Background: an optimization exercise with open tools, aiming at small area, a short achievable clock period and few clock cycles. Do not read the settings as production practice. In this exercise RTL edits were held to simulation tests only and were not proved equivalent to the original. No activity file was given, so power comes from the tool's default toggle rates.

==> design.v <==
module skid2 #(parameter W = 8) (
  input              clk,
  input              rst_n,
  input              in_vld,
  input  [W-1:0]     in_data,
  output             in_rdy,
  output             out_vld,
  output [W-1:0]     out_data,
  input              out_take
);
  reg [W-1:0] d0, d1;
  reg         wp, rp, rdy_r;
  reg [1:0]   cnt;
  wire        enq = in_vld & rdy_r;
  wire [1:0]  cnt_n = cnt + {1'b0, enq} - {1'b0, out_take};
  assign in_rdy   = rdy_r;
  assign out_vld  = (cnt != 2'd0);
  assign out_data = rp ? d1 : d0;
  always @(posedge clk) begin
    if (enq & ~wp) d0 <= in_data;
    if (enq &  wp) d1 <= in_data;
    if (!rst_n) begin
      wp    <= 1'b0;
      rp    <= 1'b0;
      cnt   <= 2'd0;
      rdy_r <= 1'b1;
    end else begin
      if (enq)      wp <= ~wp;
      if (out_take) rp <= ~rp;
      cnt   <= cnt_n;
      rdy_r <= ~cnt_n[1];
    end
  end
endmodule
module benc8 (input [7:0] w, output [11:0] e);
  wire [8:0] wx = {w, 1'b0};
  genvar k;
  generate
    for (k = 0; k < 4; k = k + 1) begin : dg
      wire b0 = wx[2*k];
      wire b1 = wx[2*k+1];
      wire b2 = wx[2*k+2];
      assign e[3*k]   = b0 ^ b1;
      assign e[3*k+1] = (b2 & ~b1 & ~b0) | (~b2 & b1 & b0);
      assign e[3*k+2] = b2 & ~(b1 & b0);
    end
  endgenerate
endmodule
module dot4 (
  input  [11:0] e0, e1, e2, e3,    
  input  [7:0]  w0, w1, w2, w3,
  output [20:0] s,
  output [20:0] c
);
  wire [9:0] w1_0 = {{2{w0[7]}}, w0};
  wire [9:0] w2_0 = {w0[7], w0, 1'b0};
  wire [9:0] r0_0 = (({10{e0[0]}} & w1_0) | ({10{e0[1]}} & w2_0)) ^ {10{e0[2]}};
  wire [9:0] r0_1 = (({10{e0[3]}} & w1_0) | ({10{e0[4]}} & w2_0)) ^ {10{e0[5]}};
  wire [9:0] r0_2 = (({10{e0[6]}} & w1_0) | ({10{e0[7]}} & w2_0)) ^ {10{e0[8]}};
  wire [9:0] r0_3 = (({10{e0[9]}} & w1_0) | ({10{e0[10]}} & w2_0)) ^ {10{e0[11]}};
  wire [9:0] w1_1 = {{2{w1[7]}}, w1};
  wire [9:0] w2_1 = {w1[7], w1, 1'b0};
  wire [9:0] r1_0 = (({10{e1[0]}} & w1_1) | ({10{e1[1]}} & w2_1)) ^ {10{e1[2]}};
  wire [9:0] r1_1 = (({10{e1[3]}} & w1_1) | ({10{e1[4]}} & w2_1)) ^ {10{e1[5]}};
  wire [9:0] r1_2 = (({10{e1[6]}} & w1_1) | ({10{e1[7]}} & w2_1)) ^ {10{e1[8]}};
  wire [9:0] r1_3 = (({10{e1[9]}} & w1_1) | ({10{e1[10]}} & w2_1)) ^ {10{e1[11]}};
  wire [9:0] w1_2 = {{2{w2[7]}}, w2};
  wire [9:0] w2_2 = {w2[7], w2, 1'b0};
  wire [9:0] r2_0 = (({10{e2[0]}} & w1_2) | ({10{e2[1]}} & w2_2)) ^ {10{e2[2]}};
  wire [9:0] r2_1 = (({10{e2[3]}} & w1_2) | ({10{e2[4]}} & w2_2)) ^ {10{e2[5]}};
  wire [9:0] r2_2 = (({10{e2[6]}} & w1_2) | ({10{e2[7]}} & w2_2)) ^ {10{e2[8]}};
  wire [9:0] r2_3 = (({10{e2[9]}} & w1_2) | ({10{e2[10]}} & w2_2)) ^ {10{e2[11]}};
  wire [9:0] w1_3 = {{2{w3[7]}}, w3};
  wire [9:0] w2_3 = {w3[7], w3, 1'b0};
  wire [9:0] r3_0 = (({10{e3[0]}} & w1_3) | ({10{e3[1]}} & w2_3)) ^ {10{e3[2]}};
  wire [9:0] r3_1 = (({10{e3[3]}} & w1_3) | ({10{e3[4]}} & w2_3)) ^ {10{e3[5]}};
  wire [9:0] r3_2 = (({10{e3[6]}} & w1_3) | ({10{e3[7]}} & w2_3)) ^ {10{e3[8]}};
  wire [9:0] r3_3 = (({10{e3[9]}} & w1_3) | ({10{e3[10]}} & w2_3)) ^ {10{e3[11]}};
  wire t1 = r0_0[6] ^ r0_1[4];
  wire t2 = r0_0[6] & r0_1[4];
  wire t3 = r0_0[4] ^ r0_1[2] ^ r0_2[0];
  wire t4 = (r0_0[4] & r0_1[2]) | (r0_0[4] & r0_2[0]) | (r0_1[2] & r0_2[0]);
  wire t5 = e0[8] ^ r1_0[4];
  wire t6 = e0[8] & r1_0[4];
  wire t7 = r0_0[5] ^ r0_1[3];
  wire t8 = r0_0[5] & r0_1[3];
  wire t9 = t1 ^ r0_2[2] ^ r0_3[0];
  wire t10 = (t1 & r0_2[2]) | (t1 & r0_3[0]) | (r0_2[2] & r0_3[0]);
  wire t11 = e0[11] ^ r1_0[6] ^ r1_1[4];
  wire t12 = (e0[11] & r1_0[6]) | (e0[11] & r1_1[4]) | (r1_0[6] & r1_1[4]);
  wire t13 = r1_2[2] ^ r1_3[0] ^ e1[11];
  wire t14 = (r1_2[2] & r1_3[0]) | (r1_2[2] & e1[11]) | (r1_3[0] & e1[11]);
  wire t15 = r2_0[6] ^ r2_1[4];
  wire t16 = r2_0[6] & r2_1[4];
  wire t17 = t2 ^ r0_0[7] ^ r0_1[5];
  wire t18 = (t2 & r0_0[7]) | (t2 & r0_1[5]) | (r0_0[7] & r0_1[5]);
  wire t19 = r0_2[3] ^ r0_3[1] ^ r1_0[7];
  wire t20 = (r0_2[3] & r0_3[1]) | (r0_2[3] & r1_0[7]) | (r0_3[1] & r1_0[7]);
  wire t21 = r1_1[5] ^ r1_2[3] ^ r1_3[1];
  wire t22 = (r1_1[5] & r1_2[3]) | (r1_1[5] & r1_3[1]) | (r1_2[3] & r1_3[1]);
  wire t23 = r2_0[7] ^ r2_1[5] ^ r2_2[3];
  wire t24 = (r2_0[7] & r2_1[5]) | (r2_0[7] & r2_2[3]) | (r2_1[5] & r2_2[3]);
  wire t25 = r0_0[8] ^ r0_1[6] ^ r0_2[4];
  wire t26 = (r0_0[8] & r0_1[6]) | (r0_0[8] & r0_2[4]) | (r0_1[6] & r0_2[4]);
  wire t27 = r0_3[2] ^ r1_0[8] ^ r1_1[6];
  wire t28 = (r0_3[2] & r1_0[8]) | (r0_3[2] & r1_1[6]) | (r1_0[8] & r1_1[6]);
  wire t29 = r1_2[4] ^ r1_3[2] ^ r2_0[8];
  wire t30 = (r1_2[4] & r1_3[2]) | (r1_2[4] & r2_0[8]) | (r1_3[2] & r2_0[8]);
  wire t31 = r2_1[6] ^ r2_2[4];
  wire t32 = r2_1[6] & r2_2[4];
  wire t33 = ~r0_0[9] ^ r0_1[7] ^ r0_2[5];
  wire t34 = (~r0_0[9] & r0_1[7]) | (~r0_0[9] & r0_2[5]) | (r0_1[7] & r0_2[5]);
  wire t35 = r0_3[3] ^ ~r1_0[9] ^ r1_1[7];
  wire t36 = (r0_3[3] & ~r1_0[9]) | (r0_3[3] & r1_1[7]) | (~r1_0[9] & r1_1[7]);
  wire t37 = r1_2[5] ^ r1_3[3] ^ ~r2_0[9];
  wire t38 = (r1_2[5] & r1_3[3]) | (r1_2[5] & ~r2_0[9]) | (r1_3[3] & ~r2_0[9]);
  wire t39 = r2_1[7] ^ r2_2[5];
  wire t40 = r2_1[7] & r2_2[5];
  wire t41 = r0_1[8] ^ r0_2[6] ^ r0_3[4];
  wire t42 = (r0_1[8] & r0_2[6]) | (r0_1[8] & r0_3[4]) | (r0_2[6] & r0_3[4]);
  wire t43 = r1_1[8] ^ r1_2[6];
  wire t44 = r1_1[8] & r1_2[6];
  wire t45 = ~r0_1[9] ^ r0_2[7] ^ r0_3[5];
  wire t46 = (~r0_1[9] & r0_2[7]) | (~r0_1[9] & r0_3[5]) | (r0_2[7] & r0_3[5]);
  wire t47 = r0_0[2] ^ r0_1[0] ^ e0[5];
  wire t48 = (r0_0[2] & r0_1[0]) | (r0_0[2] & e0[5]) | (r0_1[0] & e0[5]);
  wire t49 = r1_0[2] ^ r1_1[0];
  wire t50 = r1_0[2] & r1_1[0];
  wire t51 = r0_0[3] ^ r0_1[1];
  wire t52 = r0_0[3] & r0_1[1];
  wire t53 = t3 ^ t5 ^ r1_1[2];
  wire t54 = (t3 & t5) | (t3 & r1_1[2]) | (t5 & r1_1[2]);
  wire t55 = r1_2[0] ^ e1[8] ^ r2_0[4];
  wire t56 = (r1_2[0] & e1[8]) | (r1_2[0] & r2_0[4]) | (e1[8] & r2_0[4]);
  wire t57 = r2_1[2] ^ r2_2[0];
  wire t58 = r2_1[2] & r2_2[0];
  wire t59 = t4 ^ t6 ^ t7;
  wire t60 = (t4 & t6) | (t4 & t7) | (t6 & t7);
  wire t61 = r0_2[1] ^ r1_0[5] ^ r1_1[3];
  wire t62 = (r0_2[1] & r1_0[5]) | (r0_2[1] & r1_1[3]) | (r1_0[5] & r1_1[3]);
  wire t63 = r1_2[1] ^ r2_0[5] ^ r2_1[3];
  wire t64 = (r1_2[1] & r2_0[5]) | (r1_2[1] & r2_1[3]) | (r2_0[5] & r2_1[3]);
  wire t65 = r2_2[1] ^ r3_0[5];
  wire t66 = r2_2[1] & r3_0[5];
  wire t67 = t8 ^ t9 ^ t11;
  wire t68 = (t8 & t9) | (t8 & t11) | (t9 & t11);
  wire t69 = t13 ^ t15 ^ r2_2[2];
  wire t70 = (t13 & t15) | (t13 & r2_2[2]) | (t15 & r2_2[2]);
  wire t71 = r2_3[0] ^ e2[11] ^ r3_0[6];
  wire t72 = (r2_3[0] & e2[11]) | (r2_3[0] & r3_0[6]) | (e2[11] & r3_0[6]);
  wire t73 = r3_1[4] ^ r3_2[2] ^ r3_3[0];
  wire t74 = (r3_1[4] & r3_2[2]) | (r3_1[4] & r3_3[0]) | (r3_2[2] & r3_3[0]);
  wire t75 = t10 ^ t12 ^ t14;
  wire t76 = (t10 & t12) | (t10 & t14) | (t12 & t14);
  wire t77 = t16 ^ t17 ^ t19;
  wire t78 = (t16 & t17) | (t16 & t19) | (t17 & t19);
  wire t79 = t21 ^ t23 ^ r2_3[1];
  wire t80 = (t21 & t23) | (t21 & r2_3[1]) | (t23 & r2_3[1]);
  wire t81 = r3_0[7] ^ r3_1[5] ^ r3_2[3];
  wire t82 = (r3_0[7] & r3_1[5]) | (r3_0[7] & r3_2[3]) | (r3_1[5] & r3_2[3]);
  wire t83 = t18 ^ t20 ^ t22;
  wire t84 = (t18 & t20) | (t18 & t22) | (t20 & t22);
  wire t85 = t24 ^ t25 ^ t27;
  wire t86 = (t24 & t25) | (t24 & t27) | (t25 & t27);
  wire t87 = t29 ^ t31 ^ r2_3[2];
  wire t88 = (t29 & t31) | (t29 & r2_3[2]) | (t31 & r2_3[2]);
  wire t89 = r3_0[8] ^ r3_1[6] ^ r3_2[4];
  wire t90 = (r3_0[8] & r3_1[6]) | (r3_0[8] & r3_2[4]) | (r3_1[6] & r3_2[4]);
  wire t91 = t26 ^ t28 ^ t30;
  wire t92 = (t26 & t28) | (t26 & t30) | (t28 & t30);
  wire t93 = t32 ^ t33 ^ t35;
  wire t94 = (t32 & t33) | (t32 & t35) | (t33 & t35);
  wire t95 = t37 ^ t39 ^ r2_3[3];
  wire t96 = (t37 & t39) | (t37 & r2_3[3]) | (t39 & r2_3[3]);
  wire t97 = ~r3_0[9] ^ r3_1[7] ^ r3_2[5];
  wire t98 = (~r3_0[9] & r3_1[7]) | (~r3_0[9] & r3_2[5]) | (r3_1[7] & r3_2[5]);
  wire t99 = t34 ^ t36 ^ t38;
  wire t100 = (t34 & t36) | (t34 & t38) | (t36 & t38);
  wire t101 = t40 ^ t41 ^ t43;
  wire t102 = (t40 & t41) | (t40 & t43) | (t41 & t43);
  wire t103 = r1_3[4] ^ r2_1[8] ^ r2_2[6];
  wire t104 = (r1_3[4] & r2_1[8]) | (r1_3[4] & r2_2[6]) | (r2_1[8] & r2_2[6]);
  wire t105 = r2_3[4] ^ r3_1[8] ^ r3_2[6];
  wire t106 = (r2_3[4] & r3_1[8]) | (r2_3[4] & r3_2[6]) | (r3_1[8] & r3_2[6]);
  wire t107 = t42 ^ t44 ^ t45;
  wire t108 = (t42 & t44) | (t42 & t45) | (t44 & t45);
  wire t109 = ~r1_1[9] ^ r1_2[7] ^ r1_3[5];
  wire t110 = (~r1_1[9] & r1_2[7]) | (~r1_1[9] & r1_3[5]) | (r1_2[7] & r1_3[5]);
  wire t111 = ~r2_1[9] ^ r2_2[7] ^ r2_3[5];
  wire t112 = (~r2_1[9] & r2_2[7]) | (~r2_1[9] & r2_3[5]) | (r2_2[7] & r2_3[5]);
  wire t113 = ~r3_1[9] ^ r3_2[7] ^ r3_3[5];
  wire t114 = (~r3_1[9] & r3_2[7]) | (~r3_1[9] & r3_3[5]) | (r3_2[7] & r3_3[5]);
  wire t115 = t46 ^ r0_2[8] ^ r0_3[6];
  wire t116 = (t46 & r0_2[8]) | (t46 & r0_3[6]) | (r0_2[8] & r0_3[6]);
  wire t117 = r1_2[8] ^ r1_3[6] ^ r2_2[8];
  wire t118 = (r1_2[8] & r1_3[6]) | (r1_2[8] & r2_2[8]) | (r1_3[6] & r2_2[8]);
  wire t119 = r2_3[6] ^ r3_2[8];
  wire t120 = r2_3[6] & r3_2[8];
  wire t121 = ~r0_2[9] ^ r0_3[7] ^ ~r1_2[9];
  wire t122 = (~r0_2[9] & r0_3[7]) | (~r0_2[9] & ~r1_2[9]) | (r0_3[7] & ~r1_2[9]);
  wire t123 = r0_0[0] ^ e0[2] ^ r1_0[0];
  wire t124 = (r0_0[0] & e0[2]) | (r0_0[0] & r1_0[0]) | (e0[2] & r1_0[0]);
  wire t125 = t47 ^ t49 ^ e1[5];
  wire t126 = (t47 & t49) | (t47 & e1[5]) | (t49 & e1[5]);
  wire t127 = r2_0[2] ^ r2_1[0];
  wire t128 = r2_0[2] & r2_1[0];
  wire t129 = t48 ^ t50 ^ t51;
  wire t130 = (t48 & t50) | (t48 & t51) | (t50 & t51);
  wire t131 = r1_0[3] ^ r1_1[1] ^ r2_0[3];
  wire t132 = (r1_0[3] & r1_1[1]) | (r1_0[3] & r2_0[3]) | (r1_1[1] & r2_0[3]);
  wire t133 = r2_1[1] ^ r3_0[3];
  wire t134 = r2_1[1] & r3_0[3];
  wire t135 = t52 ^ t53 ^ t55;
  wire t136 = (t52 & t53) | (t52 & t55) | (t53 & t55);
  wire t137 = t57 ^ e2[8] ^ r3_0[4];
  wire t138 = (t57 & e2[8]) | (t57 & r3_0[4]) | (e2[8] & r3_0[4]);
  wire t139 = r3_1[2] ^ r3_2[0] ^ e3[8];
  wire t140 = (r3_1[2] & r3_2[0]) | (r3_1[2] & e3[8]) | (r3_2[0] & e3[8]);
  wire t141 = t54 ^ t56 ^ t58;
  wire t142 = (t54 & t56) | (t54 & t58) | (t56 & t58);
  wire t143 = t59 ^ t61 ^ t63;
  wire t144 = (t59 & t61) | (t59 & t63) | (t61 & t63);
  wire t145 = t65 ^ r3_1[3] ^ r3_2[1];
  wire t146 = (t65 & r3_1[3]) | (t65 & r3_2[1]) | (r3_1[3] & r3_2[1]);
  wire t147 = t60 ^ t62 ^ t64;
  wire t148 = (t60 & t62) | (t60 & t64) | (t62 & t64);
  wire t149 = t66 ^ t67 ^ t69;
  wire t150 = (t66 & t67) | (t66 & t69) | (t67 & t69);
  wire t151 = t71 ^ t73 ^ e3[11];
  wire t152 = (t71 & t73) | (t71 & e3[11]) | (t73 & e3[11]);
  wire t153 = t68 ^ t70 ^ t72;
  wire t154 = (t68 & t70) | (t68 & t72) | (t70 & t72);
  wire t155 = t74 ^ t75 ^ t77;
  wire t156 = (t74 & t75) | (t74 & t77) | (t75 & t77);
  wire t157 = t79 ^ t81 ^ r3_3[1];
  wire t158 = (t79 & t81) | (t79 & r3_3[1]) | (t81 & r3_3[1]);
  wire t159 = t76 ^ t78 ^ t80;
  wire t160 = (t76 & t78) | (t76 & t80) | (t78 & t80);
  wire t161 = t82 ^ t83 ^ t85;
  wire t162 = (t82 & t83) | (t82 & t85) | (t83 & t85);
  wire t163 = t87 ^ t89 ^ r3_3[2];
  wire t164 = (t87 & t89) | (t87 & r3_3[2]) | (t89 & r3_3[2]);
  wire t165 = t84 ^ t86 ^ t88;
  wire t166 = (t84 & t86) | (t84 & t88) | (t86 & t88);
  wire t167 = t90 ^ t91 ^ t93;
  wire t168 = (t90 & t91) | (t90 & t93) | (t91 & t93);
  wire t169 = t95 ^ t97 ^ r3_3[3];
  wire t170 = (t95 & t97) | (t95 & r3_3[3]) | (t97 & r3_3[3]);
  wire t171 = t92 ^ t94 ^ t96;
  wire t172 = (t92 & t94) | (t92 & t96) | (t94 & t96);
  wire t173 = t98 ^ t99 ^ t101;
  wire t174 = (t98 & t99) | (t98 & t101) | (t99 & t101);
  wire t175 = t103 ^ t105 ^ r3_3[4];
  wire t176 = (t103 & t105) | (t103 & r3_3[4]) | (t105 & r3_3[4]);
  wire t177 = t100 ^ t102 ^ t104;
  wire t178 = (t100 & t102) | (t100 & t104) | (t102 & t104);
  wire t179 = t106 ^ t107 ^ t109;
  wire t180 = (t106 & t107) | (t106 & t109) | (t107 & t109);
  wire t181 = t111 ^ t113 ^ 1'b1;
  wire t182 = (t111 & t113) | (t111 & 1'b1) | (t113 & 1'b1);
  wire t183 = t108 ^ t110 ^ t112;
  wire t184 = (t108 & t110) | (t108 & t112) | (t110 & t112);
  wire t185 = t114 ^ t115 ^ t117;
  wire t186 = (t114 & t115) | (t114 & t117) | (t115 & t117);
  wire t187 = t119 ^ r3_3[6] ^ 1'b1;
  wire t188 = (t119 & r3_3[6]) | (t119 & 1'b1) | (r3_3[6] & 1'b1);
  wire t189 = t116 ^ t118 ^ t120;
  wire t190 = (t116 & t118) | (t116 & t120) | (t118 & t120);
  wire t191 = t121 ^ r1_3[7] ^ ~r2_2[9];
  wire t192 = (t121 & r1_3[7]) | (t121 & ~r2_2[9]) | (r1_3[7] & ~r2_2[9]);
  wire t193 = r2_3[7] ^ ~r3_2[9] ^ r3_3[7];
  wire t194 = (r2_3[7] & ~r3_2[9]) | (r2_3[7] & r3_3[7]) | (~r3_2[9] & r3_3[7]);
  wire t195 = t122 ^ r0_3[8] ^ r1_3[8];
  wire t196 = (t122 & r0_3[8]) | (t122 & r1_3[8]) | (r0_3[8] & r1_3[8]);
  wire t197 = r2_3[8] ^ r3_3[8];
  wire t198 = r2_3[8] & r3_3[8];
  wire t199 = t123 ^ e1[2] ^ r2_0[0];
  wire t200 = (t123 & e1[2]) | (t123 & r2_0[0]) | (e1[2] & r2_0[0]);
  wire t201 = t124 ^ r0_0[1] ^ r1_0[1];
  wire t202 = (t124 & r0_0[1]) | (t124 & r1_0[1]) | (r0_0[1] & r1_0[1]);
  wire t203 = t125 ^ t127 ^ e2[5];
  wire t204 = (t125 & t127) | (t125 & e2[5]) | (t127 & e2[5]);
  wire t205 = r3_0[2] ^ r3_1[0];
  wire t206 = r3_0[2] & r3_1[0];
  wire t207 = t126 ^ t128 ^ t129;
  wire t208 = (t126 & t128) | (t126 & t129) | (t128 & t129);
  wire t209 = t131 ^ t133 ^ r3_1[1];
  wire t210 = (t131 & t133) | (t131 & r3_1[1]) | (t133 & r3_1[1]);
  wire t211 = t130 ^ t132 ^ t134;
  wire t212 = (t130 & t132) | (t130 & t134) | (t132 & t134);
  wire t213 = t135 ^ t137 ^ t139;
  wire t214 = (t135 & t137) | (t135 & t139) | (t137 & t139);
  wire t215 = t136 ^ t138 ^ t140;
  wire t216 = (t136 & t138) | (t136 & t140) | (t138 & t140);
  wire t217 = t141 ^ t143 ^ t145;
  wire t218 = (t141 & t143) | (t141 & t145) | (t143 & t145);
  wire t219 = t142 ^ t144 ^ t146;
  wire t220 = (t142 & t144) | (t142 & t146) | (t144 & t146);
  wire t221 = t147 ^ t149 ^ t151;
  wire t222 = (t147 & t149) | (t147 & t151) | (t149 & t151);
  wire t223 = t148 ^ t150 ^ t152;
  wire t224 = (t148 & t150) | (t148 & t152) | (t150 & t152);
  wire t225 = t153 ^ t155 ^ t157;
  wire t226 = (t153 & t155) | (t153 & t157) | (t155 & t157);
  wire t227 = t154 ^ t156 ^ t158;
  wire t228 = (t154 & t156) | (t154 & t158) | (t156 & t158);
  wire t229 = t159 ^ t161 ^ t163;
  wire t230 = (t159 & t161) | (t159 & t163) | (t161 & t163);
  wire t231 = t160 ^ t162 ^ t164;
  wire t232 = (t160 & t162) | (t160 & t164) | (t162 & t164);
  wire t233 = t165 ^ t167 ^ t169;
  wire t234 = (t165 & t167) | (t165 & t169) | (t167 & t169);
  wire t235 = t166 ^ t168 ^ t170;
  wire t236 = (t166 & t168) | (t166 & t170) | (t168 & t170);
  wire t237 = t171 ^ t173 ^ t175;
  wire t238 = (t171 & t173) | (t171 & t175) | (t173 & t175);
  wire t239 = t172 ^ t174 ^ t176;
  wire t240 = (t172 & t174) | (t172 & t176) | (t174 & t176);
  wire t241 = t177 ^ t179 ^ t181;
  wire t242 = (t177 & t179) | (t177 & t181) | (t179 & t181);
  wire t243 = t178 ^ t180 ^ t182;
  wire t244 = (t178 & t180) | (t178 & t182) | (t180 & t182);
  wire t245 = t183 ^ t185 ^ t187;
  wire t246 = (t183 & t185) | (t183 & t187) | (t185 & t187);
  wire t247 = t184 ^ t186 ^ t188;
  wire t248 = (t184 & t186) | (t184 & t188) | (t186 & t188);
  wire t249 = t189 ^ t191 ^ t193;
  wire t250 = (t189 & t191) | (t189 & t193) | (t191 & t193);
  wire t251 = t190 ^ t192 ^ t194;
  wire t252 = (t190 & t192) | (t190 & t194) | (t192 & t194);
  wire t253 = t195 ^ t197 ^ 1'b1;
  wire t254 = (t195 & t197) | (t195 & 1'b1) | (t197 & 1'b1);
  wire t255 = t196 ^ t198 ^ ~r0_3[9];
  wire t256 = (t196 & t198) | (t196 & ~r0_3[9]) | (t198 & ~r0_3[9]);
  wire t257 = ~r1_3[9] ^ ~r2_3[9] ^ ~r3_3[9];
  wire t258 = (~r1_3[9] & ~r2_3[9]) | (~r1_3[9] & ~r3_3[9]) | (~r2_3[9] & ~r3_3[9]);
  wire t259 = t199 ^ e2[2];
  wire t260 = t199 & e2[2];
  wire t261 = t200 ^ t201 ^ r2_0[1];
  wire t262 = (t200 & t201) | (t200 & r2_0[1]) | (t201 & r2_0[1]);
  wire t263 = t202 ^ t203 ^ t205;
  wire t264 = (t202 & t203) | (t202 & t205) | (t203 & t205);
  wire t265 = t204 ^ t206 ^ t207;
  wire t266 = (t204 & t206) | (t204 & t207) | (t206 & t207);
  wire t267 = t208 ^ t210 ^ t211;
  wire t268 = (t208 & t210) | (t208 & t211) | (t210 & t211);
  wire t269 = t212 ^ t214 ^ t215;
  wire t270 = (t212 & t214) | (t212 & t215) | (t214 & t215);
  wire t271 = t216 ^ t218 ^ t219;
  wire t272 = (t216 & t218) | (t216 & t219) | (t218 & t219);
  wire t273 = t220 ^ t222 ^ t223;
  wire t274 = (t220 & t222) | (t220 & t223) | (t222 & t223);
  wire t275 = t224 ^ t226 ^ t227;
  wire t276 = (t224 & t226) | (t224 & t227) | (t226 & t227);
  wire t277 = t228 ^ t230 ^ t231;
  wire t278 = (t228 & t230) | (t228 & t231) | (t230 & t231);
  wire t279 = t232 ^ t234 ^ t235;
  wire t280 = (t232 & t234) | (t232 & t235) | (t234 & t235);
  wire t281 = t236 ^ t238 ^ t239;
  wire t282 = (t236 & t238) | (t236 & t239) | (t238 & t239);
  wire t283 = t240 ^ t242 ^ t243;
  wire t284 = (t240 & t242) | (t240 & t243) | (t242 & t243);
  wire t285 = t244 ^ t246 ^ t247;
  wire t286 = (t244 & t246) | (t244 & t247) | (t246 & t247);
  wire t287 = t248 ^ t250 ^ t251;
  wire t288 = (t248 & t250) | (t248 & t251) | (t250 & t251);
  wire t289 = t252 ^ t254 ^ t255;
  wire t290 = (t252 & t254) | (t252 & t255) | (t254 & t255);
  wire t291 = t256 ^ t258;
  wire t292 = t256 & t258;
  wire t293 = t259 ^ r3_0[0];
  wire t294 = t259 & r3_0[0];
  wire t295 = t260 ^ t261 ^ r3_0[1];
  wire t296 = (t260 & t261) | (t260 & r3_0[1]) | (t261 & r3_0[1]);
  wire t297 = t262 ^ t263 ^ e3[5];
  wire t298 = (t262 & t263) | (t262 & e3[5]) | (t263 & e3[5]);
  wire t299 = t264 ^ t265 ^ t209;
  wire t300 = (t264 & t265) | (t264 & t209) | (t265 & t209);
  wire t301 = t266 ^ t267 ^ t213;
  wire t302 = (t266 & t267) | (t266 & t213) | (t267 & t213);
  wire t303 = t268 ^ t269 ^ t217;
  wire t304 = (t268 & t269) | (t268 & t217) | (t269 & t217);
  wire t305 = t270 ^ t271 ^ t221;
  wire t306 = (t270 & t271) | (t270 & t221) | (t271 & t221);
  wire t307 = t272 ^ t273 ^ t225;
  wire t308 = (t272 & t273) | (t272 & t225) | (t273 & t225);
  wire t309 = t274 ^ t275 ^ t229;
  wire t310 = (t274 & t275) | (t274 & t229) | (t275 & t229);
  wire t311 = t276 ^ t277 ^ t233;
  wire t312 = (t276 & t277) | (t276 & t233) | (t277 & t233);
  wire t313 = t278 ^ t279 ^ t237;
  wire t314 = (t278 & t279) | (t278 & t237) | (t279 & t237);
  wire t315 = t280 ^ t281 ^ t241;
  wire t316 = (t280 & t281) | (t280 & t241) | (t281 & t241);
  wire t317 = t282 ^ t283 ^ t245;
  wire t318 = (t282 & t283) | (t282 & t245) | (t283 & t245);
  wire t319 = t284 ^ t285 ^ t249;
  wire t320 = (t284 & t285) | (t284 & t249) | (t285 & t249);
  wire t321 = t286 ^ t287 ^ t253;
  wire t322 = (t286 & t287) | (t286 & t253) | (t287 & t253);
  wire t323 = t288 ^ t289 ^ t257;
  wire t324 = (t288 & t289) | (t288 & t257) | (t289 & t257);
  wire t325 = t290 ^ t291 ^ 1'b1;
  wire t326 = (t290 & t291) | (t290 & 1'b1) | (t291 & 1'b1);
  assign s = {1'b1, 1'b1, 1'b1, t326, t324, t322, t320, t318, t316, t314, t312, t310, t308, t306, t304, t302, t300, t298, t296, t294, t293};
  assign c = {1'b0, 1'b0, 1'b0, t292, t325, t323, t321, t319, t317, t315, t313, t311, t309, t307, t305, t303, t301, t299, t297, t295, e3[2]};
endmodule
module conv #(parameter AW = 5, parameter DB = 10) (
  input         clk,
  input         rst_n,
  input  [7:0]  ifmap_data,
  output        ifmap_rdy,
  input         ifmap_vld,
  input  [7:0]  weight_data,
  output        weight_rdy,
  input         weight_vld,
  output [31:0] ofmap_data,
  input         ofmap_rdy,
  output        ofmap_vld,
  input  [15:0] config_data,
  output        config_rdy,
  input         config_vld
);
  integer i;
  genvar g, h;
  reg        cfg_rdy_r;
  reg        st_r;       
  wire       cfg_fire = config_vld & cfg_rdy_r;
  wire [5:0] cfg_a    = config_data[13:8];
  wire [7:0] cfg_d    = config_data[7:0];
  reg [4:0]  c_zm1;      
  reg [3:0]  c_pm1;      
  reg [3:0]  c_oxm1;     
  reg [1:0]  c_fxm1;     
  reg [1:0]  c_fym1;     
  reg [1:0]  c_s;        
  reg [4:0]  c_ix;       
  reg [4:0]  c_iy;       
  reg [1:0]  c_ic1m1;    
  reg [7:0]  c_oc1m1;    
  assign config_rdy = cfg_rdy_r;
  always @(posedge clk) begin
    if (!rst_n) begin
      cfg_rdy_r <= 1'b1;
      st_r      <= 1'b0;
    end else begin
      st_r  <= cfg_fire && (cfg_a == 6'd34);
      if (cfg_fire && cfg_a == 6'd34) cfg_rdy_r <= 1'b0;
    end
    if (cfg_fire) begin
      case (cfg_a)
        6'd2:  c_zm1   <= cfg_d[4:0];
        6'd4:  c_pm1   <= cfg_d[3:0];
        6'd6:  c_oxm1  <= cfg_d[3:0] - 4'd1;
        6'd10: c_fxm1  <= cfg_d[1:0] - 2'd1;
        6'd12: c_fym1  <= cfg_d[1:0] - 2'd1;
        6'd14: c_s     <= cfg_d[1:0];
        6'd16: c_ix    <= cfg_d[4:0];
        6'd18: c_iy    <= cfg_d[4:0];
        6'd20: c_ic1m1 <= cfg_d[1:0] - 2'd1;
        6'd22: c_oc1m1 <= cfg_d - 8'd1;
        default: ;
      endcase
    end
  end
  reg [4:0] d_rowstep;   
  reg [4:0] d_stepfy;    
  reg [4:0] d_stepic;    
  reg [5:0] d_z;         
  reg       d_ox1, d_fx1, d_fy1, d_ic11, d_oc11;
  reg [7:0] d_ins;       
  wire [4:0] dx   = c_ix - {1'b0, c_oxm1};
  wire [4:0] dyf  = c_iy - {3'b0, c_fym1};
  wire [4:0] ixdy = c_ix * dyf;
  always @(posedge clk) begin
    d_rowstep <= (c_s == 2'd2) ? {dx[3:0], 1'b0} :
                 (c_s == 2'd3) ? dx + {dx[3:0], 1'b0} : dx;
    d_stepfy  <= c_ix - {3'b0, c_fxm1};
    d_stepic  <= ixdy - {3'b0, c_fxm1};
    d_z       <= {1'b0, c_zm1} + 6'd1;
    d_ox1     <= (c_oxm1 == 4'd0);
    d_fx1     <= (c_fxm1 == 2'd0);
    d_fy1     <= (c_fym1 == 2'd0);
    d_ic11    <= (c_ic1m1 == 2'd0);
    d_oc11    <= (c_oc1m1 == 8'd0);
    for (i = 0; i < 8; i = i + 1) d_ins[i] <= (c_pm1[2:0] == i);
  end
  wire       w_v, i_v;
  wire [7:0] w_d, i_d;
  wire       w_take, i_take;
  skid2 #(.W(8)) wsk (
    .clk(clk), .rst_n(rst_n),
    .in_vld(weight_vld), .in_data(weight_data), .in_rdy(weight_rdy),
    .out_vld(w_v), .out_data(w_d), .out_take(w_take)
  );
  skid2 #(.W(8)) isk (
    .clk(clk), .rst_n(rst_n),
    .in_vld(ifmap_vld), .in_data(ifmap_data), .in_rdy(ifmap_rdy),
    .out_vld(i_v), .out_data(i_d), .out_take(i_take)
  );
  reg [3:0] s;           
  reg       s0;          
  reg       pend;        
  reg       rl;          
  reg [3:0] ox;          
  reg       oxl;         
  reg [1:0] fx, fy;
  reg [1:0] ic1;
  reg [7:0] oc1;
  reg       fxl, fyl, icl, ocl;   
  reg       fb;          
  reg [4:0] rel;         
  reg [AW-1:0] rd;       
  reg [4:0] bo;          
  reg [AW-1:0] bb;       
  reg [AW-1:0] rtb;      
  reg       rpar;        
  wire       lb    = fxl & fyl & icl;    
  wire [4:0] bstep = !fxl ? 5'd1 : !fyl ? d_stepfy : d_stepic;
  wire [4:0] bo_nx = bo + bstep;
  reg [7:0] ib [0:(4<<AW)-1];
  reg [AW+1:0] wa;       
  reg [5:0] wwd;         
  reg       wpar;        
  reg       tfull;       
  reg       wlast;       
  reg [6:0] ovl;         
  reg [6:0] fr;          
  reg [5:0] cw;          
  reg       cpar;        
  reg              wv;   
  reg [AW+1:0]     wadr;
  reg [7:0]        wdat;
  wire      ahead = wpar ^ rpar;
  wire      wr_ok = ~tfull & (~ahead | (ovl < fr));
  wire [4:0] fpt  = lb ? (rl ? rel : 5'd31) : ((rl && rel < bo_nx) ? rel : bo_nx);
  assign i_take = i_v & wr_ok;
  always @(posedge clk) begin
    fr   <= (ocl ? {2'b00, fpt} : 7'd0) + (7'd1 << AW);
    wadr <= wa;
    wdat <= i_d;
    if (wv) ib[wadr] <= wdat;
    if (!rst_n) begin
      wa    <= 0;
      wwd   <= 6'd0;
      wpar  <= 1'b0;
      tfull <= 1'b0;
      wlast <= 1'b0;
      ovl   <= 7'd0;
      cw    <= 6'd0;
      cpar  <= 1'b0;
      wv    <= 1'b0;
    end else begin
      cw   <= wwd;
      cpar <= wpar;
      wv   <= i_take;
      if (st_r) begin
        wlast <= (d_z == 6'd1);
        ovl   <= {1'b0, d_z};
      end
      if (i_take) begin
        wa <= wa + 1'b1;
        if (wa[1:0] == 2'd3) begin
          if (wlast && !ahead) begin
            wwd   <= 6'd0;
            wpar  <= ~wpar;
            wlast <= (d_z == 6'd1);
            ovl   <= {1'b0, d_z};
          end else begin
            wwd   <= wwd + 6'd1;
            tfull <= wlast;
            wlast <= (wwd + 6'd2 == d_z);
            ovl   <= ovl + 7'd1;
          end
        end
      end else if (tfull && !ahead) begin
        wwd   <= 6'd0;
        wpar  <= ~wpar;
        tfull <= 1'b0;
        wlast <= (d_z == 6'd1);
        ovl   <= {1'b0, d_z};
      end
    end
  end
  reg [7:0] ws [0:15];
  reg [7:0] wst [0:15];
  reg [4:0] wcnt;
  wire      ws_full = wcnt[4];
  wire      take;
  assign w_take = w_v & (~ws_full | take);
  always @(posedge clk) begin
    if (w_take) begin
      ws[15] <= w_d;
      for (i = 0; i < 15; i = i + 1) ws[i] <= ws[i+1];
    end
    if (take)
      for (i = 0; i < 16; i = i + 1) wst[i] <= ws[i];
    if (!rst_n) wcnt <= 5'd0;
    else        wcnt <= take ? {4'd0, w_take} : wcnt + {4'd0, w_take};
  end
  reg [3:0] wp;          
  reg [1:0] dq;          
  reg [4:0] nal;         
  reg [4:0] nav;         
  wire      pdone;       
  wire avail = (cpar ^ rpar) | ({1'b0, rel} < cw);
  reg  [3:0] hph;       
  reg        evp;       
  reg  [3:0] evs;       
  wire [3:0] ps    = hph + 4'd2;           
  wire space  = (nal != DB);
  wire need_ev = evp & (s == evs);
  wire direct  = rl & lb & ~evp & space;
  wire issue = (s == ps) & (~s0 | (ws_full & ~(lb & evp))) &
               (~rl | (avail & (~need_ev | space)));
  wire fl_issue = ~issue & evp & (ps == evs) & space & ~(lb & ~s0);
  assign take = issue & s0;
  wire [4:0]    pstep = oxl ? d_rowstep : {3'd0, c_s};
  wire [AW-1:0] rtb_n = rtb + d_z;
  always @(posedge clk) begin
    if (!rst_n) begin
      s <= 4'd0; s0 <= 1'b1; pend <= 1'b0; rl <= 1'b1; ox <= 4'd0; oxl <= 1'b0;
      fx <= 2'd0; fy <= 2'd0; ic1 <= 2'd0; oc1 <= 8'd0;
      fxl <= 1'b0; fyl <= 1'b0; icl <= 1'b0; ocl <= 1'b0; fb <= 1'b1;
      rel <= 5'd0; bo <= 5'd0; bb <= 0; rtb <= 0;
      rpar <= 1'b0;
    end else if (st_r) begin
      oxl <= d_ox1;
      fxl <= d_fx1;
      fyl <= d_fy1;
      icl <= d_ic11;
      ocl <= d_oc11;
    end else if (issue) begin
      if (pend) begin
        s    <= 4'd0;
        s0   <= 1'b1;
        pend <= 1'b0;
        rl   <= 1'b1;
        ox   <= 4'd0;
        oxl  <= d_ox1;
        if (lb) begin
          fx <= 2'd0; fy <= 2'd0; ic1 <= 2'd0;
          fxl <= d_fx1; fyl <= d_fy1; icl <= d_ic11;
          fb <= 1'b1;
          bo <= 5'd0; rel <= 5'd0;
          if (ocl) begin
            oc1 <= 8'd0; ocl <= d_oc11;
            rtb <= rtb_n; rpar <= ~rpar; bb <= rtb_n;
          end else begin
            oc1 <= oc1 + 8'd1; ocl <= (oc1 + 8'd1 == c_oc1m1);
            bb <= rtb;
          end
        end else begin
          fb <= 1'b0;
          if (!fxl) begin
            fx <= fx + 2'd1; fxl <= (fx + 2'd1 == c_fxm1);
          end else begin
            fx <= 2'd0; fxl <= d_fx1;
            if (!fyl) begin
              fy <= fy + 2'd1; fyl <= (fy + 2'd1 == c_fym1);
            end else begin
              fy <= 2'd0; fyl <= d_fy1;
              ic1 <= ic1 + 2'd1; icl <= (ic1 + 2'd1 == c_ic1m1);
            end
          end
          bo  <= bo_nx;
          rel <= bo_nx;
          bb  <= bb + bstep;
        end
      end else begin
        s    <= s + 4'd1;
        s0   <= 1'b0;
        pend <= (s == 4'd14);
        rl   <= rl & (s != c_pm1);
        if (rl) begin
          ox   <= oxl ? 4'd0 : ox + 4'd1;
          oxl  <= oxl ? d_ox1 : (ox + 4'd1 == c_oxm1);
          rel  <= rel + pstep;
        end
      end
    end
  end
  always @(posedge clk) begin
    if (!rst_n) hph <= 4'd0;
    else        hph <= hph + 4'd1;
  end
  always @(posedge clk) begin
    if (!rst_n) begin
      evp <= 1'b0;
      evs <= 4'd0;
    end else if ((issue & need_ev) | fl_issue) begin
      evs <= evs + 4'd1;
      if (evs == c_pm1) evp <= 1'b0;
    end else if (issue & rl & lb & ~direct & ~evp) begin
      evp <= 1'b1;
      evs <= s;
    end
  end
  reg  [31:0]   rd_oh;       
  wire [AW-1:0] rd_nx = !issue ? rd :
                        !pend  ? (rl ? rd + pstep : rd) :
                        lb     ? (ocl ? rtb_n : rtb) : bb + bstep;
  always @(posedge clk) begin
    if (!rst_n) begin
      rd    <= 0;
      rd_oh <= 32'd1;
    end else if (!st_r) begin
      rd    <= rd_nx;
      for (i = 0; i < 32; i = i + 1) rd_oh[i] <= (rd_nx == i);
    end
  end
  reg        t1_v, t1_first, t1_final, t1_real, t1_dir, t1_ev;
  reg [47:0] x_r;           
  reg        t2_v, t2_final, t2_real, t2_dir;
  reg [20:0] cs_s [0:3];    
  reg [20:0] cs_c [0:3];
  wire [31:0] x_t [0:32];
  assign x_t[0] = 32'd0;
  generate
    for (g = 0; g < 32; g = g + 1) begin : rdw
      assign x_t[g+1] = x_t[g] | ({32{rd_oh[g]}} & {ib[4*g+3], ib[4*g+2], ib[4*g+1], ib[4*g]});
    end
  endgenerate
  wire [31:0] x_w = x_t[32];
  wire [47:0] x_e;
  generate
    for (g = 0; g < 4; g = g + 1) begin : xe
      benc8 enc (.w(x_w[g*8 +: 8]), .e(x_e[g*12 +: 12]));
    end
  endgenerate
  always @(posedge clk) begin
    t1_first <= fb & issue;
    t1_final <= lb & issue;
    t1_real  <= rl & issue;
    t1_dir   <= direct & issue;
    t1_ev    <= (need_ev & issue) | fl_issue;
    x_r      <= issue ? x_e : 48'd0;    
    t2_final <= t1_final;
    t2_real  <= t1_real;
    t2_dir   <= t1_dir;
    if (!rst_n) begin
      t1_v <= 1'b0;
      t2_v <= 1'b0;
    end else begin
      t1_v <= issue | fl_issue;
      t2_v <= t1_v;
    end
  end
  generate
    for (h = 0; h < 4; h = h + 1) begin : mo
      wire [20:0] sv, cv;
      dot4 dp (
        .e0(x_r[0*12 +: 12]), .e1(x_r[1*12 +: 12]), .e2(x_r[2*12 +: 12]), .e3(x_r[3*12 +: 12]),
        .w0(wst[0*4+h]), .w1(wst[1*4+h]), .w2(wst[2*4+h]), .w3(wst[3*4+h]),
        .s(sv), .c(cv)
      );
      always @(posedge clk) begin
        cs_s[h] <= sv;
        cs_c[h] <= cv;
      end
    end
  endgenerate
  reg  [83:0] ch [0:15];
  wire [83:0] acc_n;
  generate
    for (g = 0; g < 4; g = g + 1) begin : acc
      assign acc_n[g*21 +: 21] = ch[0][g*21 +: 21] + cs_s[g] + cs_c[g];
    end
  endgenerate
  always @(posedge clk) begin
    for (i = 1; i < 15; i = i + 1) ch[i] <= ch[i+1];
    ch[15] <= acc_n;
    ch[0]  <= (t1_v & t1_first) ? 84'd0 : ch[1];
  end
  reg [83:0] db [0:DB-1];
  reg        navnz;      
  reg        dwr;        
  reg [20:0] oq [0:1];   
  reg [1:0]  qn;         
  reg        qw, qh;     
  reg [20:0] o_p;        
  reg        o_s, o_t;   
  reg        ov;         
  wire       alloc = (issue & (direct | need_ev)) | fl_issue;
  wire       evw   = t1_v & t1_ev;    
  reg  [4*DB-1:0] rsel;   
  wire [20:0] dv_t [0:4*DB];
  assign dv_t[0] = 21'd0;
  generate
    for (g = 0; g < 4*DB; g = g + 1) begin : rdd
      assign dv_t[g+1] = dv_t[g] | ({21{rsel[g]}} & db[g/4][(g%4)*21 +: 21]);
    end
  endgenerate
  wire [20:0] dval = dv_t[4*DB];
  wire       push  = navnz & ~qn[1];
  wire       pop   = ov & ofmap_rdy;
  assign pdone = push & (dq == 2'd3);
  wire [4:0] nal_a = nal + {4'd0, alloc};
  wire [4:0] nav_a = nav + {4'd0, dwr | evw};
  wire [4:0] nal_d = nal_a - 5'd1;
  wire [4:0] nav_d = nav_a - 5'd1;
  wire [20:0] hd_pop  = qn[1] ? oq[~qh] : dval;           
  wire [20:0] hd_stay = (qn != 2'd0) ? oq[qh] : dval;     
  wire [1:0] qn_a = qn + {1'b0, push};
  always @(posedge clk) begin
    if (dwr | evw) db[wp] <= evw ? ch[1] : ch[15];
    if (push) oq[qw] <= dval;
    o_p <= pop ? hd_pop : hd_stay;
    o_s <= pop ? hd_pop[20] : (ov ? o_p[20] : dval[20]);
    o_t <= pop ? hd_pop[20] : (ov ? o_s : dval[20]);
    if (!rst_n) begin
      dwr   <= 1'b0;
      wp    <= 4'd0;
      rsel  <= 1;
      dq    <= 2'd0;
      nal   <= 5'd0;
      nav   <= 5'd0;
      navnz <= 1'b0;
      qn    <= 2'd0;
      qw    <= 1'b0;
      qh    <= 1'b0;
      ov    <= 1'b0;
    end else begin
      dwr <= t2_v & t2_final & t2_real & t2_dir;
      if (dwr | evw) wp <= (wp == DB - 1) ? 4'd0 : wp + 4'd1;
      if (push) begin
        rsel <= {rsel[4*DB-2:0], rsel[4*DB-1]};
        dq <= dq + 2'd1;
        qw <= ~qw;
      end
      nal   <= pdone ? nal_d : nal_a;
      nav   <= pdone ? nav_d : nav_a;
      navnz <= pdone ? (nav_d != 5'd0) : (nav_a != 5'd0);
      if (pop) qh <= ~qh;
      qn <= pop ? qn_a - 2'd1 : qn_a;
      ov <= pop ? (qn_a != 2'd1) : (qn_a != 2'd0);
    end
  end
  assign ofmap_vld  = ov;
  assign ofmap_data = {{6{o_t}}, {5{o_s}}, o_p};
endmodule
==> flow/run.sh <==
#!/bin/bash
# Layout flow: the standard synthesis and ORFS layout, with the post-placement
# timing repair (repair_timing) asked to leave a larger setup margin, so that it
# keeps optimising paths well below the 16 ns clock. The SDC and the clock period
# are the design's own; only the optimisation target of the repair changes.
set -euo pipefail
MARGIN=${MARGIN:-11.5}
# 1. Standard synthesis, unchanged.
bash standard.sh synth > synth.log 2>&1
# 2. Floorplan to final layout with the same ORFS make command, plus the margin.
MAKECMD=$(grep '^make ' standard.sh | sed 's/"\${@:-finish}"//')
eval "$MAKECMD SETUP_SLACK_MARGIN=$MARGIN SKIP_GATE_CLONING=1 finish" > layout.log 2>&1
# 3. Write out/final.def (targets are up to date, so make does nothing here).
bash standard.sh finish > def.log 2>&1
==> standard.sh <==
#!/bin/bash
# synth_recipe.tcl (not shown) runs the flow's synth.tcl, then flattens the netlist and writes it again
# the make line also repeats each setting of config.mk as NAME=value (left out here)
make -C /OpenROAD-flow-scripts/flow DESIGN_CONFIG=/design/flow/config.mk WORK_HOME=/design/flow/orfs CLKGATE_MAP_FILE= SYNTH_SCRIPT=/design/flow/synth_recipe.tcl "${@:-finish}"
==> config.mk <==
export PLATFORM = sky130hd
export DESIGN_NAME = conv
export DESIGN_NICKNAME = conv
export VERILOG_FILES = /design/flow/design.v
export SDC_FILE = /design/flow/constraint.sdc
export NUM_CORES = 8
export LEC_CHECK = 0
export CAP_MARGIN = 20
export CORE_MARGIN = 2
export CORE_UTILIZATION = 65
export CTS_CLUSTER_DIAMETER = 70
export CTS_CLUSTER_SIZE = 16
export PLACE_DENSITY = 0.8
export SLEW_MARGIN = 20
==> constraint.sdc <==
create_clock -name core_clock -period 16.0 [get_ports {clk}]
set_input_delay 3.2000 -clock core_clock [delete_from_list [all_inputs] [get_ports {clk}]]
set_output_delay 3.2000 -clock core_clock [all_outputs]
set_load 0.01 [all_outputs]
==> reports/summary.json, run 1 <==
{
  "status": {"value": "no timing/DRC/antenna violations"},
  "clk-insertion-delay-late": {"value": 1.03, "unit": "ns"},
  "synthSimpleGateAreaFrac": {"value": 4.56, "unit": "%"},
  "wl_met1": {"value": 144000, "unit": "um"},
  "route.vias.total": {"value": 93300},
  "timing.hold.ws": {"value": 0.253, "unit": "ns"},
  "total_leakage_power": {"value": 61.6, "unit": "nW"},
  "met2_length": {"value": 193000, "unit": "um"},
  "drt_first_pass_iters": {"value": 9},
  "core": {"value": 238000, "unit": "um^2"},
  "pin_count_of_the_biggest_net_entering_global_routing": {"value": 114},
  "post_synth_top_flop": {"value": "edfxtp_1"},
  "floorplan.die.width": {"value": 493, "unit": "um"},
  "pwr-share-seq": {"value": 60.4, "unit": "%"},
  "final_nets": {"value": 11700},
  "combPwrFrac": {"value": 3.1, "unit": "%"},
  "worstPathArrival": {"value": 1.50, "unit": "ns"},
  "cp_num_cells": {"value": 1},
  "worst-r2r-cell-count": {"value": 13},
  "max-slew-margin-rel": {"value": 10.8, "unit": "%"},
  "cpMaxStageDelayCell": {"value": "dfxtp_4"},
  "layout_common_cells": {"value": "edfxtp_1, dfxtp_1, a22oi_1"},
  "min_delay_worst_endpoint": {"value": "ch[3][7]"},
  "synth.top_cell.area_share": {"value": 43.2, "unit": "%"},
  "hpwl": {"value": 257000, "unit": "um"},
  "setup.reg_to_reg.worst_slack": {"value": 11.45, "unit": "ns"},
  "synth.mux.area_fraction": {"value": 1.21, "unit": "%"},
  "min_path_type": {"value": "flop to flop"},
  "async_flop_share": {"value": 0, "unit": "%"},
  "critPathBufInv": {"value": 1},
  "critPathKind": {"value": "flop to output port"},
  "dr.max_layer_used": {"value": "met5"},
  "die_h": {"value": 493, "unit": "um"},
  "numCtsBuffers": {"value": 310},
  "drive_above_1_share": {"value": 9.18, "unit": "%"},
  "drt_drc_violations_left": {"value": 0},
  "via_count_of_the_first_global_routing_pass": {"value": 94000},
  "xor_xnor_fraction_of_synth_area": {"value": 4.39, "unit": "%"},
  "synthDistinctLibCells": {"value": 84},
  "peakVddDrop": {"value": 0.119, "unit": "mV"},
  "max_clock_skew": {"value": 0.129, "unit": "ns"},
  "worst_setup_hold_path_clk_slew": {"value": 0.07, "unit": "ns"},
  "final_antenna_net_count": {"value": 0},
  "crit-reg2reg-capture": {"value": "cs_c[3][9]"},
  "yosys-top-cells-area": {"value": "edfxtp_1, dfxtp_1, fa_1, a22oi_1, xnor2_1"},
  "setup.worst_path.start_class": {"value": "flop"},
  "first_iter_violations": {"value": 13800},
  "grt_remaining_overflow": {"value": 0},
  "count_of_buffers_inserted_at_the_top_level_ports": {"value": 71},
  "dpl.cell_count": {"value": 13500},
  "synth_sequential_area_ratio": {"value": 66.7, "unit": "%"},
  "cts_buffer_depth": {"value": 4},
  "drv.max_cap_violation_count": {"value": 0},
  "final.period_utilization": {"value": 29.4, "unit": "%"},
  "cts.htree.levels": {"value": 5},
  "setup_viol": {"value": 0},
  "netlist_instances": {"value": 10700},
  "final-max-slew-violation-count": {"value": 0},
  "p_per_area": {"value": 115, "unit": "nW/um^2"},
  "area.growth.synth_to_final": {"value": 9.11, "unit": "%"},
  "grt_pass1_wl": {"value": 616000, "unit": "um"},
  "viasPerCell": {"value": 6.62},
  "path_cells": {"value": "buf_2"},
  "wl_met3": {"value": 60400, "unit": "um"},
  "timing_hold_violations_final": {"value": 0},
  "grt_antenna_before_repair": {"value": 16},
  "p_int": {"value": 15.3, "unit": "mW"},
  "cts_root_buffer": {"value": "clkbuf_16"},
  "cp_top_family": {"value": "flip-flops"},
  "initial_core_util": {"value": 65.3, "unit": "%"},
  "crit_path_largest_cell_delay": {"value": 0.36, "unit": "ns"},
  "synth-compound-area-share": {"value": 9.41, "unit": "%"},
  "synth_enable_flop_cells": {"value": 2233},
  "gp_congestion": {"value": 0.913},
  "final_period_minus_worst_setup_slack": {"value": 4.70, "unit": "ns"},
  "synth.largest_area_cell": {"value": "edfxtp_1"},
  "worstPathMaxFanout": {"value": 6},
  "share_clk_of_total_power": {"value": 36.5, "unit": "%"},
  "wl_per_cell": {"value": 30.5, "unit": "um"},
  "end_kind": {"value": "output port"},
  "num_io_pins": {"value": 74},
  "ys_ff_latch": {"value": 4055},
  "groute.usage.overall": {"value": 34.7, "unit": "%"},
  "postSynthAreaPerCell": {"value": 14.5, "unit": "um^2"},
  "count_of_clock_tree_sinks": {"value": 4055},
  "holdCritStartpoint": {"value": "ch[4][7]"},
  "switching_share": {"value": 21.4, "unit": "%"},
  "synth_warnings": {"value": 12},
  "rsz0062_at_grt": {"value": "true"},
  "synth_area_in_adders": {"value": 10.2, "unit": "%"},
  "timing.hold.worst_path_depth": {"value": 0},
  "combinational_family_with_the_most_area_after_synthesis": {"value": "adder cells"},
  "synth.net_count": {"value": 11600},
  "dieArea": {"value": 243000, "unit": "um^2"},
  "fmaxAchievable": {"value": 0.213, "unit": "GHz"},
  "drt-total-wl": {"value": 430000, "unit": "um"},
  "power_switching": {"value": 4.16, "unit": "mW"},
  "fin_cells": {"value": 14100},
  "post-route-util": {"value": 71.2, "unit": "%"},
  "std_cell_rows": {"value": 179},
  "most_common_cell_after_layout_fill_and_taps_aside": {"value": "edfxtp_1"},
  "cts.hold.buffers_added": {"value": 0},
  "fin_setup_tns": {"value": 0, "unit": "ns"},
  "max_slew.worst_pin.slew": {"value": 1.33, "unit": "ns"},
  "cp.required": {"value": 12.80, "unit": "ns"},
  "total_of_fill_cells_in_the_finished_design": {"value": 14200},
  "cts_tree": {"value": "yes"},
  "synthesis.area": {"value": 155000, "unit": "um^2"},
  "startpoint_of_the_worst_register_to_register_path": {"value": "wst[3][6]"}
}
-- layout make-up --
type | instances | area, um^2 | share of cell area, %
tap | 3167 | 3960 | 2.34
sequential | 4055 | 104000 | 61.2
clock buffer | 441 | 8410 | 4.97
antenna | 7 | 17.5 | 0.0103
timing repair buffer | 336 | 3240 | 1.91
multi-input combinational | 5250 | 46700 | 27.6
inverter | 806 | 3050 | 1.80
clock inverter | 22 | 241 | 0.143
-- Yosys cell counts, types with 62 or more instances --
library cell	number
o21ai_0	132
a221oi_1	102
fa_1	627
xor2_1	243
clkbuf_2	68
a22oi_1	1183
inv_1	802
nor3_1	62
nand3_1	159
nand4_1	166
xnor2_1	533
a22o_1	103
buf_1	72
mux2_2	115
nor2_1	357
dfxtp_1	1822
nand2_1	307
edfxtp_1	2233
and2_1	127
ha_1	260
a21oi_1	226
clkbuf_1	443
-- power groups by stage --
| stage | clock network [mW] | registers (mW) | logic (mW) |
|---|---|---|---|
| final | 7.11 | 11.8 | 0.596 |
| after global routing | 7.50 | 11.8 | 0.637 |
| after CTS | 7.12 | 11.8 | 0.567 |
| after detailed placement | 0 | 12.0 | 0.562 |
| after global placement | 0 | 12.0 | 0.533 |
| after floorplan | 0 | 12.0 | 0.279 |
-- sequential cells by signal, summed over array words and instances, names as in the netlist, 32 cells and up, named ones only --
name,flops
ch,1344
x_r,48
cs_c,69
db,840
ws,128
rd_oh,32
oq,42
cs_s,72
rsel,40
ib,1024
wst,128
-- routing by layer --
layer,global-route usage (%),vias up
li1,-,38400
met1,44.1,45400
met2,53.7,7554
met3,9.63,1863
met4,20.6,18
met5,0,-
-- kinds of logic (layout without fill, tap and decap cells) --
logic type	Yosys count	in the layout
AOI/OAI and AO/OA	1993	1993
xor gates and xnor gates	777	777
adders and majority gates	887	887
buffers and inverters	1415	1605
DFF	4055	4055
muxes	173	173
other	0	7
and+or+nand+nor	1420	1420
-- through the flow --
stage / area (um^2) / total power [mW] / worst slack (ns)
floorplan: 155000 / 12.2 / 10.86
global placement: 159000 / 12.5 / 10.73
detailed placement: 159000 / 12.5 / 10.66
CTS: 168000 / 19.4 / 11.25
global route: 169000 / 19.9 / 11.27
finish: 169000 / 19.5 / 11.30
-- timing repair --
action,in CTS,in global routing
gates resized for setup,268,112
endpoints found under the setup margin,124,111
pin swaps,5,50
gates cloned,0,0
setup buffers,21,52
-- worst max path at each step --
stage               from        endpoint  slack, ns
2_1_floorplan     hph[1]       wsk.rdy_r      10.86
3_3_place_gp   ofmap_rdy          o_p[5]      10.73
3_5_place_dp   ofmap_rdy          o_p[5]      10.66
4_1_cts              o_t  ofmap_data[29]      11.25
5_1_grt              o_s  ofmap_data[24]      11.27
6_report             o_t  ofmap_data[29]      11.30
Testbench counts, summed over its fixed seeds: cycles 19,176.
==> run 2, diff against run 1 <==
--- a/config.mk
+++ b/config.mk
@@ -8,7 +8,7 @@
 export CAP_MARGIN = 20
 export CORE_MARGIN = 2
 export CORE_UTILIZATION = 65
-export CTS_CLUSTER_DIAMETER = 70
-export CTS_CLUSTER_SIZE = 16
+export CTS_CLUSTER_DIAMETER = 100
+export CTS_CLUSTER_SIZE = 24
 export PLACE_DENSITY = 0.8
 export SLEW_MARGIN = 20
==> run 2 against run 1 <==
First-iteration DRC count decreased by 4.2%. Count of clock-buffer cells in the layout down 149. Clock power shrank 23%. Clock skew decreased by 0.025 ns. Hold slack better by 0.019 ns. Register-to-register slack improved by 0.10 ns. Non-clock buffer count decreased by 31. Sequential cell count unchanged. Maximum frequency grew 1.4%. Final area fell by 2.0%. Worst setup slack gained 0.067 ns.
==> reports/summary.json, run 2 <==
{
  "ys_ff_latch": {"value": 4055, "change": "unchanged"},
  "fmaxAchievable": {"value": 0.216, "unit": "GHz", "change": "+1.4%"},
  "dieArea": {"value": 243000, "unit": "um^2", "change": "unchanged"},
  "numCtsBuffers": {"value": 191, "change": "-38%"},
  "cp.required": {"value": 12.80, "unit": "ns", "change": "about the same"},
  "grt_pass1_wl": {"value": 601000, "unit": "um", "change": "-2.3%"},
  "setup.worst_path.start_class": {"value": "flop"},
  "count_of_buffers_inserted_at_the_top_level_ports": {"value": 71, "change": "unchanged"},
  "path_cells": {"value": "buf_2"},
  "max_clock_skew": {"value": 0.104, "unit": "ns", "change": "-0.0249 ns"},
  "timing_hold_violations_final": {"value": 0, "change": "unchanged"},
  "total_leakage_power": {"value": 59.9, "unit": "nW", "change": "-2.7%"},
  "drt_drc_violations_left": {"value": 0, "change": "unchanged"},
  "synth_sequential_area_ratio": {"value": 66.7, "unit": "%", "change": "unchanged"},
  "num_io_pins": {"value": 74, "change": "unchanged"},
  "synth_most_common_cell": {"value": "edfxtp_1"},
  "final_nets": {"value": 11500, "change": "-1.3%"},
  "final_period_minus_worst_setup_slack": {"value": 4.63, "unit": "ns", "change": "-0.0668 ns"},
  "grt_antenna_before_repair": {"value": 16, "change": "unchanged"},
  "synthSimpleGateAreaFrac": {"value": 4.56, "unit": "%", "change": "unchanged"},
  "end_kind": {"value": "output port"},
  "final_antenna_net_count": {"value": 0, "change": "unchanged"},
  "final-max-slew-violation-count": {"value": 0, "change": "unchanged"},
  "registers.top_by_ff_count": {"value": "ch"},
  "setup_viol": {"value": 0, "change": "unchanged"},
  "detailed_place.area": {"value": 159000, "unit": "um^2", "change": "unchanged"},
  "design_area": {"value": 166000, "unit": "um^2", "change": "-2.0%"},
  "synth.top_cell.area_share": {"value": 43.2, "unit": "%", "change": "unchanged"},
  "fin_setup_tns": {"value": 0, "unit": "ns", "change": "unchanged"},
  "cts.hold.buffers_added": {"value": 0, "change": "unchanged"},
  "combinational_family_with_the_most_area_after_synthesis": {"value": "adder cells"},
  "fin_cells": {"value": 13900, "change": "-1.2%"},
  "max_slew.worst_pin.slew": {"value": 1.28, "unit": "ns", "change": "-0.0576 ns"},
  "gp_congestion": {"value": 0.913, "change": "unchanged"},
  "pin_count_of_the_biggest_net_entering_global_routing": {"value": 114, "change": "unchanged"},
  "synth-compound-area-share": {"value": 9.41, "unit": "%", "change": "unchanged"},
  "critPathBufInv": {"value": 1, "change": "unchanged"},
  "cts_root_buffer": {"value": "clkbuf_16"},
  "count_of_clock_tree_sinks": {"value": 4055, "change": "unchanged"},
  "synth_area_in_adders": {"value": 10.2, "unit": "%", "change": "unchanged"},
  "cp_top_family": {"value": "flip-flops"},
  "async_flop_share": {"value": 0, "unit": "%", "change": "unchanged"},
  "p_per_area": {"value": 107, "unit": "nW/um^2", "change": "-6.6%"},
  "die_h": {"value": 493, "unit": "um", "change": "unchanged"},
  "post_synth_top_flop": {"value": "edfxtp_1"},
  "hpwl": {"value": 257000, "unit": "um", "change": "unchanged"},
  "total_of_fill_cells_in_the_finished_design": {"value": 14900, "change": "+4.8%"},
  "xor_xnor_fraction_of_synth_area": {"value": 4.39, "unit": "%", "change": "unchanged"},
  "layout_common_cells": {"value": "edfxtp_1, dfxtp_1, a22oi_1"},
  "viasPerCell": {"value": 6.59, "change": "-0.47%"},
  "drt-total-wl": {"value": 417000, "unit": "um", "change": "-3.0%"},
  "dpl.cell_count": {"value": 13500, "change": "unchanged"},
  "synth_enable_flop_cells": {"value": 2233, "change": "unchanged"},
  "clk-insertion-delay-late": {"value": 0.96, "unit": "ns", "change": "-0.07 ns"},
  "std_cell_rows": {"value": 179, "change": "unchanged"},
  "grt_remaining_overflow": {"value": 0, "change": "unchanged"},
  "rsz0062_at_grt": {"value": "true"},
  "top_regs": {"value": "ch x1344, ib x1024, db x840"},
  "yosys-top-cells-area": {"value": "edfxtp_1, dfxtp_1, fa_1, a22oi_1, xnor2_1"},
  "worstPathMaxFanout": {"value": 6, "change": "unchanged"},
  "final.period_utilization": {"value": 29.0, "unit": "%", "change": "-0.42 points"},
  "floorplan.die.width": {"value": 493, "unit": "um", "change": "unchanged"},
  "cts_buffer_depth": {"value": 3, "change": "-1"},
  "synth.net_count": {"value": 11600, "change": "unchanged"},
  "critPathKind": {"value": "flop to output port"},
  "groute.usage.overall": {"value": 33.9, "unit": "%", "change": "-0.82 points"},
  "wl_per_cell": {"value": 30.0, "unit": "um", "change": "-1.8%"},
  "yosys-top-cells-count": {"value": "edfxtp_1, dfxtp_1, a22oi_1"},
  "drt_first_pass_iters": {"value": 10, "change": "+1"},
  "largest_register_ffs": {"value": 1344, "change": "unchanged"},
  "via_count_of_the_first_global_routing_pass": {"value": 91600, "change": "-2.6%"},
  "cts_tree": {"value": "yes"},
  "synthesis.area": {"value": 155000, "unit": "um^2", "change": "unchanged"},
  "worstPathArrival": {"value": 1.43, "unit": "ns", "change": "-0.07 ns"},
  "max-slew-margin-rel": {"value": 14.4, "unit": "%", "change": "+3.6 points"},
  "core": {"value": 238000, "unit": "um^2", "change": "unchanged"},
  "status": {"value": "no timing/DRC/antenna violations"},
  "netlist_instances": {"value": 10700, "change": "unchanged"},
  "synth.mux.area_fraction": {"value": 1.21, "unit": "%", "change": "unchanged"},
  "synth.largest_area_cell": {"value": "edfxtp_1"},
  "cts.htree.levels": {"value": 4, "change": "-1"},
  "drive_above_1_share": {"value": 7.55, "unit": "%", "change": "-1.6 points"},
  "synth_warnings": {"value": 12, "change": "unchanged"},
  "postSynthAreaPerCell": {"value": 14.5, "unit": "um^2", "change": "unchanged"},
  "peakVddDrop": {"value": 0.136, "unit": "mV", "change": "+15%"},
  "crit_path_largest_cell_delay": {"value": 0.38, "unit": "ns", "change": "+0.02 ns"},
  "route.vias.total": {"value": 91700, "change": "-1.7%"},
  "worst_setup_hold_path_clk_slew": {"value": 0.10, "unit": "ns", "change": "+0.03 ns"},
  "most_common_cell_after_layout_fill_and_taps_aside": {"value": "edfxtp_1"},
  "synthDistinctLibCells": {"value": 84, "change": "unchanged"},
  "area.growth.synth_to_final": {"value": 6.89, "unit": "%"},
  "cpMaxStageDelayCell": {"value": "dfxtp_4"},
  "initial_core_util": {"value": 65.3, "unit": "%", "change": "unchanged"},
  "first_iter_violations": {"value": 13200, "change": "-4.2%"},
  "min_path_type": {"value": "flop to flop"},
  "drv.max_cap_violation_count": {"value": 0, "change": "unchanged"}
}
[run 2: cell types whose count changed in the layout (fill, tap and decap cells not counted), sizes merged]
| cell | previous run | this run |
|---|---|---|
| clkbuf | 442 | 294 |
| inv | 816 | 812 |
| diode | 7 | 9 |
| buf | 301 | 269 |
| clkinv | 11 | 19 |
[run 2: path summary, 6_finish.rpt]
check / startpoint / end / slack, ns / cells after the start
setup / recovery: o_s / ofmap_data[21] / 11.37 / 1
hold / removal: ch[4][77] / ch[3][77] / 0.27 / 0
setup reg to reg: x_r[24] / cs_c[1][10] / 11.55 / 12
hold reg to reg: ch[4][77] / ch[3][77] / 0.27 / 0
[run 2: logic make-up (layout without fill, tap and decap cells)]
kind of cell | count (synthesis) | count (layout)
mux | 173 | 173
buf+inv | 1415 | 1429
other cells | 0 | 9
fa+ha+maj | 887 | 887
flops | 4055 | 4055
xor+xnor | 777 | 777
compound gates | 1993 | 1993
simple gates | 1420 | 1420
[run 2: timing repair]
item                                    4_1_cts  5_1_grt
pin swaps                                     0       28
hold endpoints to repair                      0        0
gates resized for setup                     249       72
endpoints found under the setup margin       80      162
setup buffers                                18       31
[run 2: layout make-up]
type	instances	area [um^2]	area share [%]
Antenna cell	9	22.5	0.0136
Clock buffer	292	5160	3.11
Clock inverter	26	552	0.333
Inverter	806	3050	1.84
Multi-Input combinational cell	5250	46600	28.1
Sequential cell	4055	104000	62.5
Tap cell	3167	3960	2.39
Timing Repair Buffer	305	2840	1.71
[run 2: through the flow]
step | hold slack [ns] | worst slack, ns | power (mW) | util, %
finish | 0.272 | 11.37 | 17.8 | 69.8
global route | 0.284 | 11.32 | 18.2 | 69.8
CTS | 0.266 | 11.31 | 17.8 | 69.5
detailed placement | 0.312 | 10.66 | 12.5 | 66.9
global placement | 0.310 | 10.73 | 12.5 | 66.9
floorplan | 0.310 | 10.86 | 12.2 | -
[run 2: per-layer routing]
| metal | global-route usage (%) | wire length [um] | vias to the layer above |
|---|---|---|---|
| li1 | - | - | 38100 |
| met1 | 43.9 | 143000 | 45100 |
| met2 | 52.5 | 189000 | 6937 |
| met3 | 8.76 | 56600 | 1543 |
| met4 | 19.3 | 28900 | 18 |
| met5 | 0 | 98 | - |
[run 2: where the power goes]
group | leakage [nW] | internal (mW) | switching [mW]
combinational | 21.4 | 0.143 | 0.442
clock | 2.71 | 2.30 | 3.18
sequential | 35.8 | 11.5 | 0.250
total | 59.9 | 14.0 | 3.87

## static timing again, ports no longer ideal
The results above use ideal ports. As a check the final layouts listed here were re-extracted and re-timed, cells and wires unchanged. Step 1 sets driving cells, clkbuf_16 on the clock port and buf_2 on the other inputs (assumed; they add their load-dependent delay and slew). Step 2 times the ports against the registers' clock, not the clock port: input delays grow and output delays shrink by t, the midpoint of the rising clock arrivals with the driver on. Slacks: ideal ports / drivers / drivers and shift; pairs: ideal ports / drivers.
| run | shift t [ns] | setup WS [ns] | worst register clock-pin slew, ns |
|---|---|---|---|
| run 1 | 1.050 | 11.298 / 11.207 / 10.657 | 0.08 / 0.08 |
| run 2 | 0.990 | 11.365 / 11.275 / 10.670 | 0.11 / 0.11 |
After both steps every run listed still meets setup and hold. The setup slack of run 2, which loses most, moves by -0.090 ns with the drivers and by -0.695 ns with both steps.
